Context: an optimization exercise on an open-source flow, tuned for small area. The choices shown serve that exercise and are no tape-out recipe. At most, simulation tests tie the RTL to the original design; equivalence was not proved. For run 2, only the layout was checked, not whether the RTL still works.

==> flow/design.v (outline; a module is shown in full before it is edited, if it fits) <==
// module cpx_multiply: 55 lines
// module cmul: 627 lines
// module sig_gen: 46 lines
// module sin_cos: 157 lines
// module freq_shift: 72 lines
module freq_shift
  (input                clk,
   input                rst,
   input                m_axis_tvalid,
   input [11:0]         freq_step,
   input                freq_step_valid,
   input                neg_shift,
   input signed [11:0]  xi,
   input signed [11:0]  xq,
   output               s_axis_tready,
   input                m_axis_tready,
   output signed [11:0] i,
   output signed [11:0] q,
   output               s_axis_tvalid);
  // ...
==> flow/run.sh <==
#!/bin/bash
# synth_recipe.tcl (not shown) runs the flow's synth.tcl, then flattens the netlist and writes it again
# the make line also repeats each setting of config.mk as NAME=value (left out here)
make -C /OpenROAD-flow-scripts/flow DESIGN_CONFIG=/design/flow/config.mk WORK_HOME=/design/flow/orfs CLKGATE_MAP_FILE= SYNTH_SCRIPT=/design/flow/synth_recipe.tcl finish
==> flow/config.mk <==
export PLATFORM = sky130hd
export DESIGN_NAME = freq_shift
export DESIGN_NICKNAME = freq_shift
export VERILOG_FILES = /design/flow/design.v
export SDC_FILE = /design/flow/constraint.sdc
export NUM_CORES = 4
export LEC_CHECK = 0
export ABC_AREA = 1
export CAP_MARGIN = 20
export CORE_MARGIN = 2
export CORE_UTILIZATION = 40
export CTS_BUF_LIST = sky130_fd_sc_hd__clkbuf_8
export CTS_CLUSTER_DIAMETER = 100
export CTS_CLUSTER_SIZE = 30
export SLEW_MARGIN = 20
==> flow/constraint.sdc <==
create_clock -name core_clock -period 6.0 [get_ports {clk}]
set_input_delay 1.2000 -clock core_clock [delete_from_list [all_inputs] [get_ports {clk}]]
set_output_delay 1.2000 -clock core_clock [all_outputs]
set_load 0.01 [all_outputs]
==> reports/summary.md, run 1 <==
The run finished with no timing, DRC or antenna violations. The number of cells on the worst reg-to-reg path is 19. After layout, the inverter instance count without clock inverters stands at 323. TritonCTS built the clock tree. Measured against its own limit, the worst slew margin works out to 41.2%. By instance count, the leading cell after synthesis is inv_1. The final layout contains a sequential cell count of 186. The logs give 2710 µm for the met3 wire length and 4392 for the number of inserted filler cells in the final layout.

For the area of the mapped netlist, the log shows 18200 µm². The most critical setup path has its startpoint at cosine_buff[1]. The number of antenna violations at the first check in global routing is 0.

Sorting the synthesized cells by area gives the leading types as edfxtp_1 26%, fa_1 16%, xor2_1 11%. Summing the areas of all fa, ha and maj instances in the mapped netlist gives 23.9% of the synthesized area. The logs give 78 for the number of placement rows and 0.357 ns for the worst setup slack after layout.

Clock tree root buffer cell: clkbuf_8. For this block, the routed nets add up to 48300 µm of wire. For the utilization after layout, the log shows 44.6%.

The vertical die dimension is 217 µm, and the post-CTS setup buffer count is 0. The combined area of the multi-input logic cells came out at 11200 µm². The die outline width came out at 217 µm. For the maximum clock path buffer count, the log shows 2.

The highest attainable clock frequency was 177 MHz. Of all cell types, the one taking the most synthesized area is edfxtp_1. The setup path with the least slack is of type flop to flop. The synthesized area per cell was 8.92 µm²; the overall die area was 47100 µm².

After technology mapping, the gate count stands at 2036.
==> module cpx_multiply, before the edit <==
module cpx_multiply
  (input             clk,
   input             rst,
   input             m_axis_tready,
   input             m_axis_tvalid,
   input [11:0]      xi,
   input [11:0]      xq,
   input [7:0]       yi,
   input [7:0]       yq,
   input             din_zero,
   output reg        s_axis_tready,
   output [11:0]     i,
   output [11:0]     q,
   output reg        s_axis_tvalid);
   reg [2:0]         pipeline;
   reg [23:0]        sa, sb, sc, sd;
   reg               za, zb, zc;
   wire [11:0]       pi, pq;
   wire              load = m_axis_tvalid & s_axis_tready;
   cmul mul(.x(xi), .y(xq), .c(yi), .s(yq), .i(pi), .q(pq));
   assign i = sd[23:12];
   assign q = sd[11:0];
   always @(posedge clk) begin
      if (rst) begin
         pipeline <= 3'b0;
         s_axis_tvalid <= 1'b0;
         s_axis_tready <= 1'b0;
         za <= 1'b1;
         zb <= 1'b1;
         zc <= 1'b1;
      end else begin
         if (load)
           pipeline <= {pipeline[1:0], m_axis_tready};
         else if (m_axis_tready)
           pipeline <= {pipeline[1:0], 1'b0};
         s_axis_tvalid <= pipeline[2];
         s_axis_tready <= m_axis_tready | ~pipeline[0];
         if (load)
           za <= din_zero;
         if (m_axis_tready) begin
            zb <= za;
            zc <= zb;
         end
      end
   end
   always @(posedge clk) begin
      if (load)
        sa <= {pi, pq};
      if (m_axis_tready) begin
         sb <= sa;
         sc <= sb;
         sd <= zc ? 24'd0 : sc;
      end
   end
endmodule
==> module sin_cos, before the edit <==
module sin_cos
  (input [8:0]         sidx,
   input               sidx_z,
   input               neg,
   output signed [7:0] sine,
   output signed [7:0] cosine);
   function [6:0] qt;
      input [6:0] j;
      begin
         case (j)
           7'd0: qt = 7'd0;
           7'd1: qt = 7'd1;
           7'd2: qt = 7'd3;
           7'd3: qt = 7'd4;
           7'd4: qt = 7'd6;
           7'd5: qt = 7'd8;
           7'd6: qt = 7'd9;
           7'd7: qt = 7'd11;
           7'd8: qt = 7'd12;
           7'd9: qt = 7'd14;
           7'd10: qt = 7'd15;
           7'd11: qt = 7'd17;
           7'd12: qt = 7'd19;
           7'd13: qt = 7'd20;
           7'd14: qt = 7'd22;
           7'd15: qt = 7'd23;
           7'd16: qt = 7'd25;
           7'd17: qt = 7'd26;
           7'd18: qt = 7'd28;
           7'd19: qt = 7'd29;
           7'd20: qt = 7'd31;
           7'd21: qt = 7'd32;
           7'd22: qt = 7'd34;
           7'd23: qt = 7'd35;
           7'd24: qt = 7'd37;
           7'd25: qt = 7'd38;
           7'd26: qt = 7'd40;
           7'd27: qt = 7'd41;
           7'd28: qt = 7'd43;
           7'd29: qt = 7'd44;
           7'd30: qt = 7'd46;
           7'd31: qt = 7'd47;
           7'd32: qt = 7'd49;
           7'd33: qt = 7'd50;
           7'd34: qt = 7'd52;
           7'd35: qt = 7'd53;
           7'd36: qt = 7'd54;
           7'd37: qt = 7'd56;
           7'd38: qt = 7'd57;
           7'd39: qt = 7'd59;
           7'd40: qt = 7'd60;
           7'd41: qt = 7'd61;
           7'd42: qt = 7'd63;
           7'd43: qt = 7'd64;
           7'd44: qt = 7'd65;
           7'd45: qt = 7'd66;
           7'd46: qt = 7'd68;
           7'd47: qt = 7'd69;
           7'd48: qt = 7'd70;
           7'd49: qt = 7'd72;
           7'd50: qt = 7'd73;
           7'd51: qt = 7'd74;
           7'd52: qt = 7'd75;
           7'd53: qt = 7'd77;
           7'd54: qt = 7'd78;
           7'd55: qt = 7'd79;
           7'd56: qt = 7'd80;
           7'd57: qt = 7'd82;
           7'd58: qt = 7'd83;
           7'd59: qt = 7'd84;
           7'd60: qt = 7'd85;
           7'd61: qt = 7'd86;
           7'd62: qt = 7'd88;
           7'd63: qt = 7'd89;
           7'd64: qt = 7'd90;
           7'd65: qt = 7'd91;
           7'd66: qt = 7'd92;
           7'd67: qt = 7'd93;
           7'd68: qt = 7'd94;
           7'd69: qt = 7'd95;
           7'd70: qt = 7'd96;
           7'd71: qt = 7'd97;
           7'd72: qt = 7'd98;
           7'd73: qt = 7'd99;
           7'd74: qt = 7'd100;
           7'd75: qt = 7'd101;
           7'd76: qt = 7'd102;
           7'd77: qt = 7'd103;
           7'd78: qt = 7'd104;
           7'd79: qt = 7'd105;
           7'd80: qt = 7'd106;
           7'd81: qt = 7'd107;
           7'd82: qt = 7'd107;
           7'd83: qt = 7'd108;
           7'd84: qt = 7'd109;
           7'd85: qt = 7'd110;
           7'd86: qt = 7'd111;
           7'd87: qt = 7'd111;
           7'd88: qt = 7'd112;
           7'd89: qt = 7'd113;
           7'd90: qt = 7'd114;
           7'd91: qt = 7'd114;
           7'd92: qt = 7'd115;
           7'd93: qt = 7'd116;
           7'd94: qt = 7'd116;
           7'd95: qt = 7'd117;
           7'd96: qt = 7'd118;
           7'd97: qt = 7'd118;
           7'd98: qt = 7'd119;
           7'd99: qt = 7'd119;
           7'd100: qt = 7'd120;
           7'd101: qt = 7'd120;
           7'd102: qt = 7'd121;
           7'd103: qt = 7'd121;
           7'd104: qt = 7'd122;
           7'd105: qt = 7'd122;
           7'd106: qt = 7'd123;
           7'd107: qt = 7'd123;
           7'd108: qt = 7'd123;
           7'd109: qt = 7'd124;
           7'd110: qt = 7'd124;
           7'd111: qt = 7'd124;
           7'd112: qt = 7'd125;
           7'd113: qt = 7'd125;
           7'd114: qt = 7'd125;
           7'd115: qt = 7'd126;
           7'd116: qt = 7'd126;
           7'd117: qt = 7'd126;
           7'd118: qt = 7'd126;
           7'd119: qt = 7'd126;
           7'd120: qt = 7'd127;
           7'd121: qt = 7'd127;
           7'd122: qt = 7'd127;
           7'd123: qt = 7'd127;
           7'd124: qt = 7'd127;
           7'd125: qt = 7'd127;
           7'd126: qt = 7'd127;
           7'd127: qt = 7'd127;
         endcase
      end
   endfunction
   function [6:0] mag;
      input [7:0] r;
      reg [7:0]   m;
      begin
         m = r[7] ? (8'd0 - r) : r;
         mag = m[7] ? 7'd127 : qt(m[6:0]);
      end
   endfunction
   wire [8:0]          cidx = sidx - {8'd0, sidx_z};
   wire [6:0]          smag = mag(sidx[7:0]);
   wire [6:0]          cmag = mag({~cidx[7], cidx[6:0]});
   wire                sneg = sidx[8] ^ neg;
   wire                cneg = cidx[8] ^ cidx[7];
   assign sine = sneg ? -{1'b0, smag} : {1'b0, smag};
   assign cosine = cneg ? -{1'b0, cmag} : {1'b0, cmag};
endmodule
==> module freq_shift, before the edit <==
module freq_shift
  (input                clk,
   input                rst,
   input                m_axis_tvalid,
   input [11:0]         freq_step,
   input                freq_step_valid,
   input                neg_shift,
   input signed [11:0]  xi,
   input signed [11:0]  xq,
   output               s_axis_tready,
   input                m_axis_tready,
   output signed [11:0] i,
   output signed [11:0] q,
   output               s_axis_tvalid);
   wire                 freq_step_set;
   wire                 sig_tvalid;
   wire [8:0]           sidx;
   wire                 sidx_z;
   wire [7:0]           sine, cosine;
   wire                 mult_tready;
   reg                  sig_tvalid_buff;
   reg                  mult_tready_buff;
   reg                  tvalid_buff;
   reg                  neg_shift_buff;
   reg [11:0]           xi_buff, xq_buff;
   reg [7:0]            cosine_buff, sine_buff;
   reg                  buff_zero;
   sig_gen fq_sig_gen(.clk(clk), .rst(rst),
                      .m_axis_freq_step_tvalid(freq_step_valid),
                      .freq_step(freq_step),
                      .m_axis_data_tready(m_axis_tvalid),
                      .freq_step_set0(freq_step_set),
                      .s_axis_data_tvalid(sig_tvalid),
                      .sidx(sidx), .sidx_z(sidx_z));
   sin_cos fq_sin_cos(.sidx(sidx), .sidx_z(sidx_z), .neg(neg_shift_buff),
                      .sine(sine), .cosine(cosine));
   wire                 load = sig_tvalid & m_axis_tvalid;
   always @(posedge clk) begin
      if (rst) begin
         sig_tvalid_buff <= 1'b0;
         mult_tready_buff <= 1'b0;
         tvalid_buff <= 1'b0;
         buff_zero <= 1'b1;
      end else begin
         sig_tvalid_buff <= sig_tvalid;
         mult_tready_buff <= mult_tready;
         tvalid_buff <= m_axis_tvalid;
         if (load)
           buff_zero <= 1'b0;
      end
   end
   always @(posedge clk) begin
      if (freq_step_valid)
        neg_shift_buff <= neg_shift;
      if (load) begin
         xi_buff <= xi;
         xq_buff <= xq;
         cosine_buff <= cosine;
         sine_buff <= sine;
      end
   end
   assign s_axis_tready = mult_tready_buff & freq_step_set;
   cpx_multiply freq_mult(.clk(clk), .rst(rst),
                          .m_axis_tready(m_axis_tready),
                          .m_axis_tvalid(sig_tvalid_buff & tvalid_buff),
                          .xi(xi_buff), .xq(xq_buff),
                          .yi(cosine_buff), .yq(sine_buff),
                          .din_zero(buff_zero),
                          .s_axis_tready(mult_tready),
                          .i(i), .q(q),
                          .s_axis_tvalid(s_axis_tvalid));
endmodule
==> inputs of run 2 (changes only) <==
--- a/flow/design.v
+++ b/flow/design.v
@@ -1,29 +1,31 @@
 `timescale 1ns/1ns
 module cpx_multiply
   (input             clk,
    input             rst,
    input             m_axis_tready,
    input             m_axis_tvalid,
    input [11:0]      xi,
    input [11:0]      xq,
-   input [7:0]       yi,
-   input [7:0]       yq,
+   input [6:0]       yi_mag,
+   input             yi_neg,
+   input [6:0]       yq_mag,
+   input             yq_neg,
    input             din_zero,
    output reg        s_axis_tready,
    output [11:0]     i,
    output [11:0]     q,
    output reg        s_axis_tvalid);
    reg [2:0]         pipeline;
    reg [23:0]        sa, sb, sc, sd;
    reg               za, zb, zc;
    wire [11:0]       pi, pq;
    wire              load = m_axis_tvalid & s_axis_tready;
-   cmul mul(.x(xi), .y(xq), .c(yi), .s(yq), .i(pi), .q(pq));
+   cmul mul(.x(xi), .y(xq), .cm(yi_mag), .cn(yi_neg), .sm(yq_mag), .sn(yq_neg), .i(pi), .q(pq));
    assign i = sd[23:12];
    assign q = sd[11:0];
    always @(posedge clk) begin
       if (rst) begin
          pipeline <= 3'b0;
          s_axis_tvalid <= 1'b0;
          s_axis_tready <= 1'b0;
          za <= 1'b1;
@@ -52,46 +54,48 @@
          sc <= sb;
          sd <= zc ? 24'd0 : sc;
       end
    end
 endmodule
 module cmul
   (input signed [11:0] x,
    input signed [11:0] y,
-   input signed [7:0]  c,
-   input signed [7:0]  s,
+   input [6:0]         cm,
+   input               cn,
+   input [6:0]         sm,
+   input               sn,
    output [11:0]       i,
    output [11:0]       q);
-   wire [8:0]          ce = {c, 1'b0};
-   wire [8:0]          se = {s, 1'b0};
+   wire [8:0]          ce = {1'b0, cm, 1'b0};
+   wire [8:0]          se = {1'b0, sm, 1'b0};
    wire c0_1 = ce[1] ^ ce[0];
    wire c0_2 = (ce[2] & ~ce[1] & ~ce[0]) | (~ce[2] & ce[1] & ce[0]);
-   wire c0_n = ce[2];
+   wire c0_n = ce[2] ^ cn;
    wire s0_1 = se[1] ^ se[0];
    wire s0_2 = (se[2] & ~se[1] & ~se[0]) | (~se[2] & se[1] & se[0]);
-   wire s0_n = se[2];
+   wire s0_n = se[2] ^ sn;
    wire c1_1 = ce[3] ^ ce[2];
    wire c1_2 = (ce[4] & ~ce[3] & ~ce[2]) | (~ce[4] & ce[3] & ce[2]);
-   wire c1_n = ce[4];
+   wire c1_n = ce[4] ^ cn;
    wire s1_1 = se[3] ^ se[2];
    wire s1_2 = (se[4] & ~se[3] & ~se[2]) | (~se[4] & se[3] & se[2]);
-   wire s1_n = se[4];
+   wire s1_n = se[4] ^ sn;
    wire c2_1 = ce[5] ^ ce[4];
    wire c2_2 = (ce[6] & ~ce[5] & ~ce[4]) | (~ce[6] & ce[5] & ce[4]);
-   wire c2_n = ce[6];
+   wire c2_n = ce[6] ^ cn;
    wire s2_1 = se[5] ^ se[4];
    wire s2_2 = (se[6] & ~se[5] & ~se[4]) | (~se[6] & se[5] & se[4]);
-   wire s2_n = se[6];
+   wire s2_n = se[6] ^ sn;
    wire c3_1 = ce[7] ^ ce[6];
    wire c3_2 = (ce[8] & ~ce[7] & ~ce[6]) | (~ce[8] & ce[7] & ce[6]);
-   wire c3_n = ce[8];
+   wire c3_n = ce[8] ^ cn;
    wire s3_1 = se[7] ^ se[6];
    wire s3_2 = (se[8] & ~se[7] & ~se[6]) | (~se[8] & se[7] & se[6]);
-   wire s3_n = se[8];
+   wire s3_n = se[8] ^ sn;
    wire i_pp1, i_pp2, i_pp3, i_pp4, i_pp5, i_pp6, i_pp7, i_pp8, i_pp9, i_pp10, i_pp11, i_pp12, i_pp13, i_pp14, i_pp15, i_pp16, i_pp17, i_pp18, i_pp19, i_pp20, i_pp21, i_pp22, i_pp23, i_pp24, i_pp25, i_pp26, i_pp27, i_pp28, i_pp29, i_pp30, i_pp31, i_pp32, i_pp33, i_pp34, i_pp35, i_pp36, i_pp37, i_pp38, i_pp39, i_pp40, i_pp41, i_pp42, i_pp43, i_pp44, i_pp45, i_pp46, i_pp47, i_pp48, i_pp49, i_pp50, i_pp51, i_pp52, i_pp53, i_pp54, i_pp55, i_pp56, i_pp57, i_pp58, i_pp59, i_pp60, i_pp61, i_pp62, i_pp63, i_pp64, i_pp65, i_pp66, i_pp67, i_pp68, i_pp69, i_pp70, i_pp71, i_pp72, i_pp73, i_pp74, i_pp75, i_pp76, i_pp77, i_pp78, i_pp79, i_pp80, i_pp81, i_pp82, i_pp83, i_pp84, i_pp85, i_pp86, i_pp87, i_pp88, i_pp89, i_pp90, i_pp91, i_pp92, i_pp93, i_pp94, i_pp95, i_pp96, i_pp97, i_pp98, i_pp99, i_pp100, i_pp101, i_pp102, i_pp103, i_pp104, i_s105, i_c106, i_s107, i_c108, i_s109, i_c110, i_s111, i_c112, i_s113, i_c114, i_s115, i_c116, i_s117, i_c118, i_s119, i_c120, i_s121, i_c122, i_s123, i_c124, i_s125, i_c126, i_s127, i_c128, i_s129, i_c130, i_s131, i_c132, i_s133, i_c134, i_s135, i_c136, i_s137, i_c138, i_s139, i_c140, i_s141, i_c142, i_s143, i_c144, i_s145, i_c146, i_s147, i_c148, i_s149, i_c150, i_s151, i_c152, i_s153, i_c154, i_s155, i_c156, i_s157, i_c158, i_s159, i_c160, i_s161, i_c162, i_s163, i_c164, i_s165, i_c166, i_s167, i_c168, i_s169, i_c170, i_s171, i_c172, i_s173, i_c174, i_s175, i_c176, i_s177, i_c178, i_s179, i_c180, i_s181, i_c182, i_s183, i_c184, i_s185, i_c186, i_s187, i_c188, i_s189, i_c190, i_s191, i_c192, i_s193, i_c194, i_s195, i_c196, i_s197, i_c198, i_s199, i_c200, i_s201, i_c202, i_s203, i_c204, i_s205, i_c206, i_s207, i_c208, i_s209, i_c210, i_s211, i_c212, i_s213, i_c214, i_s215, i_c216, i_s217, i_c218, i_s219, i_c220, i_s221, i_c222, i_s223, i_c224, i_s225, i_c226, i_s227, i_c228, i_s229, i_c230, i_s231, i_c232, i_s233, i_c234, i_s235, i_c236, i_s237, i_c238, i_s239, i_c240, i_s241, i_c242, i_s243, i_c244, i_s245, i_c246, i_s247, i_c248, i_s249, i_c250, i_s251, i_c252, i_s253, i_c254, i_s255, i_c256, i_s257, i_c258, i_s259, i_c260, i_s261, i_c262, i_s263, i_c264, i_s265, i_c266, i_s267, i_c268, i_s269, i_c270, i_s271, i_c272, i_s273, i_c274, i_s275, i_c276, i_s277, i_c278, i_s279, i_c280, i_s281, i_c282, i_s283, i_c284, i_s285, i_c286, i_s287, i_c288, i_s289, i_c290, i_s291, i_c292, q_pp293, q_pp294, q_pp295, q_pp296, q_pp297, q_pp298, q_pp299, q_pp300, q_pp301, q_pp302, q_pp303, q_pp304, q_pp305, q_pp306, q_pp307, q_pp308, q_pp309, q_pp310, q_pp311, q_pp312, q_pp313, q_pp314, q_pp315, q_pp316, q_pp317, q_pp318, q_pp319, q_pp320, q_pp321, q_pp322, q_pp323, q_pp324, q_pp325, q_pp326, q_pp327, q_pp328, q_pp329, q_pp330, q_pp331, q_pp332, q_pp333, q_pp334, q_pp335, q_pp336, q_pp337, q_pp338, q_pp339, q_pp340, q_pp341, q_pp342, q_pp343, q_pp344, q_pp345, q_pp346, q_pp347, q_pp348, q_pp349, q_pp350, q_pp351, q_pp352, q_pp353, q_pp354, q_pp355, q_pp356, q_pp357, q_pp358, q_pp359, q_pp360, q_pp361, q_pp362, q_pp363, q_pp364, q_pp365, q_pp366, q_pp367, q_pp368, q_pp369, q_pp370, q_pp371, q_pp372, q_pp373, q_pp374, q_pp375, q_pp376, q_pp377, q_pp378, q_pp379, q_pp380, q_pp381, q_pp382, q_pp383, q_pp384, q_pp385, q_pp386, q_pp387, q_pp388, q_pp389, q_pp390, q_pp391, q_pp392, q_pp393, q_pp394, q_pp395, q_pp396, q_s397, q_c398, q_s399, q_c400, q_s401, q_c402, q_s403, q_c404, q_s405, q_c406, q_s407, q_c408, q_s409, q_c410, q_s411, q_c412, q_s413, q_c414, q_s415, q_c416, q_s417, q_c418, q_s419, q_c420, q_s421, q_c422, q_s423, q_c424, q_s425, q_c426, q_s427, q_c428, q_s429, q_c430, q_s431, q_c432, q_s433, q_c434, q_s435, q_c436, q_s437, q_c438, q_s439, q_c440, q_s441, q_c442, q_s443, q_c444, q_s445, q_c446, q_s447, q_c448, q_s449, q_c450, q_s451, q_c452, q_s453, q_c454, q_s455, q_c456, q_s457, q_c458, q_s459, q_c460, q_s461, q_c462, q_s463, q_c464, q_s465, q_c466, q_s467, q_c468, q_s469, q_c470, q_s471, q_c472, q_s473, q_c474, q_s475, q_c476, q_s477, q_c478, q_s479, q_c480, q_s481, q_c482, q_s483, q_c484, q_s485, q_c486, q_s487, q_c488, q_s489, q_c490, q_s491, q_c492, q_s493, q_c494, q_s495, q_c496, q_s497, q_c498, q_s499, q_c500, q_s501, q_c502, q_s503, q_c504, q_s505, q_c506, q_s507, q_c508, q_s509, q_c510, q_s511, q_c512, q_s513, q_c514, q_s515, q_c516, q_s517, q_c518, q_s519, q_c520, q_s521, q_c522, q_s523, q_c524, q_s525, q_c526, q_s527, q_c528, q_s529, q_c530, q_s531, q_c532, q_s533, q_c534, q_s535, q_c536, q_s537, q_c538, q_s539, q_c540, q_s541, q_c542, q_s543, q_c544, q_s545, q_c546, q_s547, q_c548, q_s549, q_c550, q_s551, q_c552, q_s553, q_c554, q_s555, q_c556, q_s557, q_c558, q_s559, q_c560, q_s561, q_c562, q_s563, q_c564, q_s565, q_c566, q_s567, q_c568, q_s569, q_c570, q_s571, q_c572, q_s573, q_c574, q_s575, q_c576, q_s577, q_c578, q_s579, q_c580, q_s581, q_c582, q_s583, q_c584;
    assign i_pp1 = ((c0_1 & x[0])) ^ c0_n;
    assign i_pp2 = ((c0_1 & x[1]) | (c0_2 & x[0])) ^ c0_n;
    assign i_pp3 = ((c0_1 & x[2]) | (c0_2 & x[1])) ^ c0_n;
    assign i_pp4 = ((c0_1 & x[3]) | (c0_2 & x[2])) ^ c0_n;
    assign i_pp5 = ((c0_1 & x[4]) | (c0_2 & x[3])) ^ c0_n;
    assign i_pp6 = ((c0_1 & x[5]) | (c0_2 & x[4])) ^ c0_n;
    assign i_pp7 = ((c0_1 & x[6]) | (c0_2 & x[5])) ^ c0_n;
@@ -724,21 +728,23 @@
    always @(posedge clk) begin
       if (inc) begin
          sidx <= phase[11:3];
          sidx_z <= (phase[2:0] == 3'd0);
       end
    end
 endmodule
 module sin_cos
-  (input [8:0]         sidx,
-   input               sidx_z,
-   input               neg,
-   output signed [7:0] sine,
-   output signed [7:0] cosine);
+  (input [8:0]  sidx,
+   input        sidx_z,
+   input        neg,
+   output [6:0] smag,
+   output       sneg,
+   output [6:0] cmag,
+   output       cneg);
    function [6:0] qt;
       input [6:0] j;
       begin
          case (j)
            7'd0: qt = 7'd0;
            7'd1: qt = 7'd1;
            7'd2: qt = 7'd3;
            7'd3: qt = 7'd4;
@@ -872,23 +878,21 @@
    function [6:0] mag;
       input [7:0] r;
       reg [7:0]   m;
       begin
          m = r[7] ? (8'd0 - r) : r;
          mag = m[7] ? 7'd127 : qt(m[6:0]);
       end
    endfunction
-   wire [8:0]          cidx = sidx - {8'd0, sidx_z};
-   wire [6:0]          smag = mag(sidx[7:0]);
-   wire [6:0]          cmag = mag({~cidx[7], cidx[6:0]});
-   wire                sneg = sidx[8] ^ neg;
-   wire                cneg = cidx[8] ^ cidx[7];
-   assign sine = sneg ? -{1'b0, smag} : {1'b0, smag};
-   assign cosine = cneg ? -{1'b0, cmag} : {1'b0, cmag};
+   wire [8:0]   cidx = sidx - {8'd0, sidx_z};
+   assign smag = mag(sidx[7:0]);
+   assign cmag = mag({~cidx[7], cidx[6:0]});
+   assign sneg = sidx[8] ^ neg;
+   assign cneg = cidx[8] ^ cidx[7];
 endmodule
 `timescale 1ns/1ns
 module freq_shift
   (input                clk,
    input                rst,
    input                m_axis_tvalid,
    input [11:0]         freq_step,
    input                freq_step_valid,
@@ -899,34 +903,37 @@
    input                m_axis_tready,
    output signed [11:0] i,
    output signed [11:0] q,
    output               s_axis_tvalid);
    wire                 freq_step_set;
    wire                 sig_tvalid;
    wire [8:0]           sidx;
    wire                 sidx_z;
-   wire [7:0]           sine, cosine;
+   wire [6:0]           sine_mag, cosine_mag;
+   wire                 sine_neg, cosine_neg;
    wire                 mult_tready;
    reg                  sig_tvalid_buff;
    reg                  mult_tready_buff;
    reg                  tvalid_buff;
    reg                  neg_shift_buff;
    reg [11:0]           xi_buff, xq_buff;
-   reg [7:0]            cosine_buff, sine_buff;
+   reg [6:0]            cosine_buff, sine_buff;
+   reg                  cosine_neg_buff, sine_neg_buff;
    reg                  buff_zero;
    sig_gen fq_sig_gen(.clk(clk), .rst(rst),
                       .m_axis_freq_step_tvalid(freq_step_valid),
                       .freq_step(freq_step),
                       .m_axis_data_tready(m_axis_tvalid),
                       .freq_step_set0(freq_step_set),
                       .s_axis_data_tvalid(sig_tvalid),
                       .sidx(sidx), .sidx_z(sidx_z));
    sin_cos fq_sin_cos(.sidx(sidx), .sidx_z(sidx_z), .neg(neg_shift_buff),
-                      .sine(sine), .cosine(cosine));
+                      .smag(sine_mag), .sneg(sine_neg),
+                      .cmag(cosine_mag), .cneg(cosine_neg));
    wire                 load = sig_tvalid & m_axis_tvalid;
    always @(posedge clk) begin
       if (rst) begin
          sig_tvalid_buff <= 1'b0;
          mult_tready_buff <= 1'b0;
          tvalid_buff <= 1'b0;
          buff_zero <= 1'b1;
       end else begin
@@ -938,23 +945,26 @@
       end
    end
    always @(posedge clk) begin
       if (freq_step_valid)
         neg_shift_buff <= neg_shift;
       if (load) begin
          xi_buff <= xi;
          xq_buff <= xq;
-         cosine_buff <= cosine;
-         sine_buff <= sine;
+         cosine_buff <= cosine_mag;
+         cosine_neg_buff <= cosine_neg;
+         sine_buff <= sine_mag;
+         sine_neg_buff <= sine_neg;
       end
    end
    assign s_axis_tready = mult_tready_buff & freq_step_set;
    cpx_multiply freq_mult(.clk(clk), .rst(rst),
                           .m_axis_tready(m_axis_tready),
                           .m_axis_tvalid(sig_tvalid_buff & tvalid_buff),
                           .xi(xi_buff), .xq(xq_buff),
-                          .yi(cosine_buff), .yq(sine_buff),
+                          .yi_mag(cosine_buff), .yi_neg(cosine_neg_buff),
+                          .yq_mag(sine_buff), .yq_neg(sine_neg_buff),
                           .din_zero(buff_zero),
                           .s_axis_tready(mult_tready),
                           .i(i), .q(q),
                           .s_axis_tvalid(s_axis_tvalid));
 endmodule
==> flow/flow/run.sh (new file) <==
#!/bin/bash
# Own layout flow: the standard layout (standard.sh), with one change to
# synthesis.  The design is synthesised by the standard script with Yosys's
# early "abc -fast" pass skipped (synth -noabc), so that extract_fa finds the
# full adders of the RTL's adder trees as written; ORFS's own ABC mapping
# still runs afterwards.  The registers are checked against the standard
# synthesis and given its instance names; if they differ in any way, the
# standard netlist is used unchanged.  Each tool's output goes to a log file
# in the work folder.
set -uo pipefail
W=$(pwd)
R=$W/orfs/results/$FLOW_PLATFORM/freq_shift/base
OWN=$W/orfs_own/results/$FLOW_PLATFORM/freq_shift/base

bash standard.sh synth > std_synth.log 2>&1 || { echo "standard synthesis failed"; exit 1; }
cp "$R/1_2_yosys.v" ref_1_2_yosys.v

# 2. the same synthesis script without the early abc pass
sed 's/yosys synth -nofsm -noshare /yosys synth -nofsm -noshare -noabc /' synth_recipe.tcl > own_synth.tcl
if grep -q -- '-noabc' own_synth.tcl &&
   make -C "$FLOW_HOME" DESIGN_CONFIG="$W/config.mk" WORK_HOME="$W/orfs_own" CLKGATE_MAP_FILE= \
        SYNTH_SCRIPT="$W/own_synth.tcl" synth > own_synth.log 2>&1 &&
   python3 flow/match_regs.py ref_1_2_yosys.v "$OWN/1_2_yosys.v" own_1_2_yosys.v > match_regs.log 2>&1
then
  echo "using the own synthesis"
  cp own_1_2_yosys.v "$R/1_2_yosys.v"
  rm -f "$R/1_synth.odb" "$R/1_synth.sdc"
else
  echo "own synthesis not used; keeping the standard netlist"
fi

# 3. the rest of the standard layout
bash standard.sh > std_layout.log 2>&1 || { echo "layout failed"; exit 1; }
test -f out/final.def
==> flow/flow/match_regs.py (new file) <==
#!/usr/bin/env python3
"""match_regs.py REF.v MINE.v OUT.v

Gives the flip-flops of netlist MINE the instance names that the same
registers have in the reference netlist REF (the standard synthesis).  A
register is identified by its instance name without Yosys's cell-type
suffix ($_DFFE_PP_ and the like).  Exits non-zero, writing nothing, unless
both netlists have the same registers in the same cell types.
"""
import re
import sys

DECL = re.compile(r'^(\s*)sky130_fd_sc_hd__(\w+)\s+(\\\S+|[A-Za-z_]\w*)(\s*\()', re.M)
FLOP = re.compile(r'^(s?e?df\w+)_\d+$')


def flops(text):
    out = {}
    for m in DECL.finditer(text):
        typ, name = m.group(2), m.group(3)
        fm = FLOP.match(typ)
        if not fm:
            continue
        base = name.split('$_')[0]
        if base in out:
            sys.exit('duplicate register base name %s' % base)
        out[base] = (fm.group(1), name)
    return out


ref_text = open(sys.argv[1]).read()
my_text = open(sys.argv[2]).read()
ref = flops(ref_text)
mine = flops(my_text)
print('registers: reference %d, own synthesis %d' % (len(ref), len(mine)))
if set(ref) != set(mine):
    print('only in reference:', sorted(set(ref) - set(mine))[:20])
    print('only in own synthesis:', sorted(set(mine) - set(ref))[:20])
    sys.exit(1)
bad = [b for b in ref if ref[b][0] != mine[b][0]]
if bad:
    print('cell types differ:', [(b, ref[b][0], mine[b][0]) for b in bad[:20]])
    sys.exit(1)
rename = {mine[b][1]: ref[b][1] for b in ref if mine[b][1] != ref[b][1]}
print('renamed %d registers' % len(rename))


def sub(m):
    name = m.group(3)
    if name in rename:
        return '%ssky130_fd_sc_hd__%s %s%s' % (m.group(1), m.group(2), rename[name], m.group(4))
    return m.group(0)


new_text = DECL.sub(sub, my_text)
check = flops(new_text)
assert {b: v for b, v in check.items()} == ref, 'renaming failed'
open(sys.argv[3], 'w').write(new_text)
==> flow/standard.sh (new file) <==
#!/bin/bash
# synth_recipe.tcl (not shown) runs the flow's synth.tcl, then flattens the netlist and writes it again
# the make line also repeats each setting of config.mk as NAME=value (left out here)
make -C /OpenROAD-flow-scripts/flow DESIGN_CONFIG=/design/flow/config.mk WORK_HOME=/design/flow/orfs CLKGATE_MAP_FILE= SYNTH_SCRIPT=/design/flow/synth_recipe.tcl "${@:-finish}"
removed: flow/run.sh
==> run 2 against run 1 <==
  * Still clean
  * Worst hold slack got worse by 0.0091 ns
  * Non-clock buffer count fell by 22
  * Critical path type unchanged
  * Global-route usage fell by 0.19 points
  * Critical endpoint is now freq_mult.sa[9]
==> reports/summary.md, run 2 <==
For the half-perimeter wire length after placement, the log shows 33400 µm. Die outline width: 213 µm (-2.0%). The tools report the number of instances in the synthesized netlist as 1862 (-8.5%). The count of clock tree sinks was 186; the number of cell instances on the worst register-to-register path was 16 (-3).

The fraction of final layout cells with drive strength greater than 1 is 6.86%. The worst hold path depth was 0; the worst-case clock skew was 0.0211 ns. The violation count after the first detailed-route iteration is 1138.

During I/O placement, the number of pins put on the boundary was 68. The tools report the number of placement rows as 76 (-2.6%). The tools report the clock tree root buffer cell as clkbuf_8. 0 antenna diodes ended up in the layout.

The logs give 45300 µm² (-3.9%) for the overall die area and 0 for the number of endpoints with negative hold slack in the final report. The maximum clock path buffer count was 2 (unchanged). STA classifies the critical path endpoint as a flop. The run gives 4 as the number of H-tree levels. Area of the mapped netlist: 17400 µm² (-4.0%).

The detailed-route via count was 13600; the via count of the first global-routing pass was 13700. The library cells used most frequently in the layout, excluding fill and tap cells, are 248 x nand2_1, 225 x xor2_1, 184 x inv_1. Largest fanout on the critical path: 22. Max-slew violation count: 0. The worst setup path is launched from a flop. Core outline area: 43100 µm². Gates resized during post-CTS repair numbered 0. The detailed-route wire length was 44700 µm (-7.3%). Effective utilization at floorplan: 40.5%. After the last flow step, the layout net total stands at 2186. The synthesized area per cell was 9.36 µm² (+5.0%); the slack of the worst reg-to-reg path was 0.51 ns.

The tools report the capture endpoint of the worst hold path as freq_mult.sb[13]. The worst stage delay on the critical path is 0.62 ns. The remaining number of nets flagged by the antenna check after routing is 0, and the highest attainable clock frequency is 182 MHz (+2.9%). Endpoint arrival time on the critical path: 5.78 ns.

The logs give 5 for the number of detailed-route iterations in the first pass and 0 for the max-capacitance violation count. The run finished with no timing, DRC or antenna violations. The number of hold buffers added after CTS was 0. Vertical die dimension: 213 µm (-2.0%). For the pin count of the biggest net entering global routing, the log shows 44.

The endpoint identified for the worst register-to-register timing path is freq_mult.sa[9]. In the final routed layout, each cell accounts on average for 17.9 µm. The area growth from synthesis to layout is 10.5%.

The congestion estimate from routability-driven global placement came to 0.954. The number of setup violations in the final report is 0. Final critical delay including setup and external delays: 5.49 ns. The min-delay analysis places its worst path in the category flop to flop. At the pin with the least slew margin, the transition time is 0.984 ns. The number of buffers created by CTS is 17. The beginning of the worst register-to-register path was cosine_buff[1]. In the final timing run, aggregate negative setup slack is 0 ns. In this run the most critical hold path is launched from freq_mult.sa[13]. Data on the critical path is required at its endpoint by 6.30 ns. Setup repair after global routing left no endpoint under its margin.

For the leftover overflow at the end of global routing, the log shows 0. For the worst max-slew margin expressed relative to the limit, the log shows 34.3% (-6.8 points). The slowest stage of the critical path belongs to the cell edfxtp_1. The worst path uses 91.4% of the clock period.

Clock latency on the worst-skew pair, taken at its later pin, is 0.56 ns. Hold timing on the final database bottoms out at a slack of 0.418 ns. The number of antenna violations at the first check in global routing came out at 0 (unchanged). Leaving out fill and tap cells, the most frequent cell in the layout is nand2_1.

Critical path class: flop to flop. The total routing usage reported by global routing is 20.7%. The logs give 0 (unchanged) for the post-CTS setup buffer count and 2151 for the number of nets produced by synthesis. In the routed design, unresolved DRC markers number 0. Yosys printed 4 warnings.

The first global-routing pass estimated 72500 µm of wire. The critical path goes through nand2_1, o22ai_1, xor2_1, fa_1, fa_1, fa_1, fa_1, ha_1, nand2_1, nor2_1, nand2_1, o21ai_0, nand3_1, nand2_1, a21oi_1, xor2_1. TritonCTS built the clock tree.

The number of buffers added on ports came out at 67. Post-CTS clock slew at the launch and capture registers of the worst setup and hold paths: 0.11 ns. The post-detailed-route via-to-cell ratio works out to 5.45.
-- run 2: how the worst max path moves through the flow --
stage / slack [ns] / start / depth (start not counted) / to
after floorplan: 0.77 / sine_buff[1] / 21 / freq_mult.sa[8]
after global placement: 0.60 / cosine_buff[1] / 16 / freq_mult.sa[9]
after detailed placement: 0.57 / cosine_buff[1] / 16 / freq_mult.sa[9]
after CTS: 0.54 / cosine_buff[1] / 16 / freq_mult.sa[9]
after global routing: 0.14 / cosine_buff[1] / 16 / freq_mult.sa[9]
final: 0.51 / cosine_buff[1] / 16 / freq_mult.sa[9]
-- run 2: area by class of cell --
class                           instances  area, µm²
Multi-Input combinational cell       1382      11000
Fill cell                            4122      23800
Sequential cell                       186       5320
Inverter                              196        737
Clock inverter                         15        169
Tap cell                              585        732
Timing Repair Buffer                  114       1060
Clock buffer                           17        234
-- run 2: per-layer routing --
metal	share of wire (%)	routed length, µm	track usage (%)
met5	0	0	0
met3	7.0	3120	4.77
met1	42	19000	26.8
met4	2.7	1200	7.89
met2	48	21400	33.9
-- run 2: worst max-delay path, delay by kind of cell, from the launching register on --
kind                       cells  cell delay [ns]
AOI/OAI and AO/OA              3             0.81
xor gates and xnor gates       2             0.41
adders and majority gates      5             2.25
DFF                            1             0.62
and+or+nand+nor                6             1.13
-- run 2: through the flow --
step	utilization, %	area (µm²)	setup slack [ns]	cells
after floorplan	-	17400	0.775	1862
after detailed placement	43.8	18900	0.568	2463
after CTS	44.7	19300	0.542	2495
after global routing	44.7	19300	0.145	2495
final	44.7	19300	0.514	2495
after global placement	43.8	18900	0.598	2463

-- re-timing with driven ports --
Ports are ideal in the flow. The routed layouts listed here were re-timed in OpenROAD.
Step 1: set_driving_cell puts a clkbuf_16 on clk and a buf_2 on each other input, an assumption about the parent block.
Step 2 adds t to the input delays and takes it off the output delays; t is the mean of the earliest and latest rising clock arrival at the registers after step 1. Input paths then give back, and output paths get back, about the clock's delay inside the block.
Three values: ideal, step 1, step 2; two values: the first two.
run	t (ns)	setup WS [ns]	cell pins on the clock port's net
run 1	0.565	0.357 / 0.357 / 0.357	1
run 2	0.599	0.514 / 0.514 / 0.514	1
After both steps every run listed still meets setup and hold.
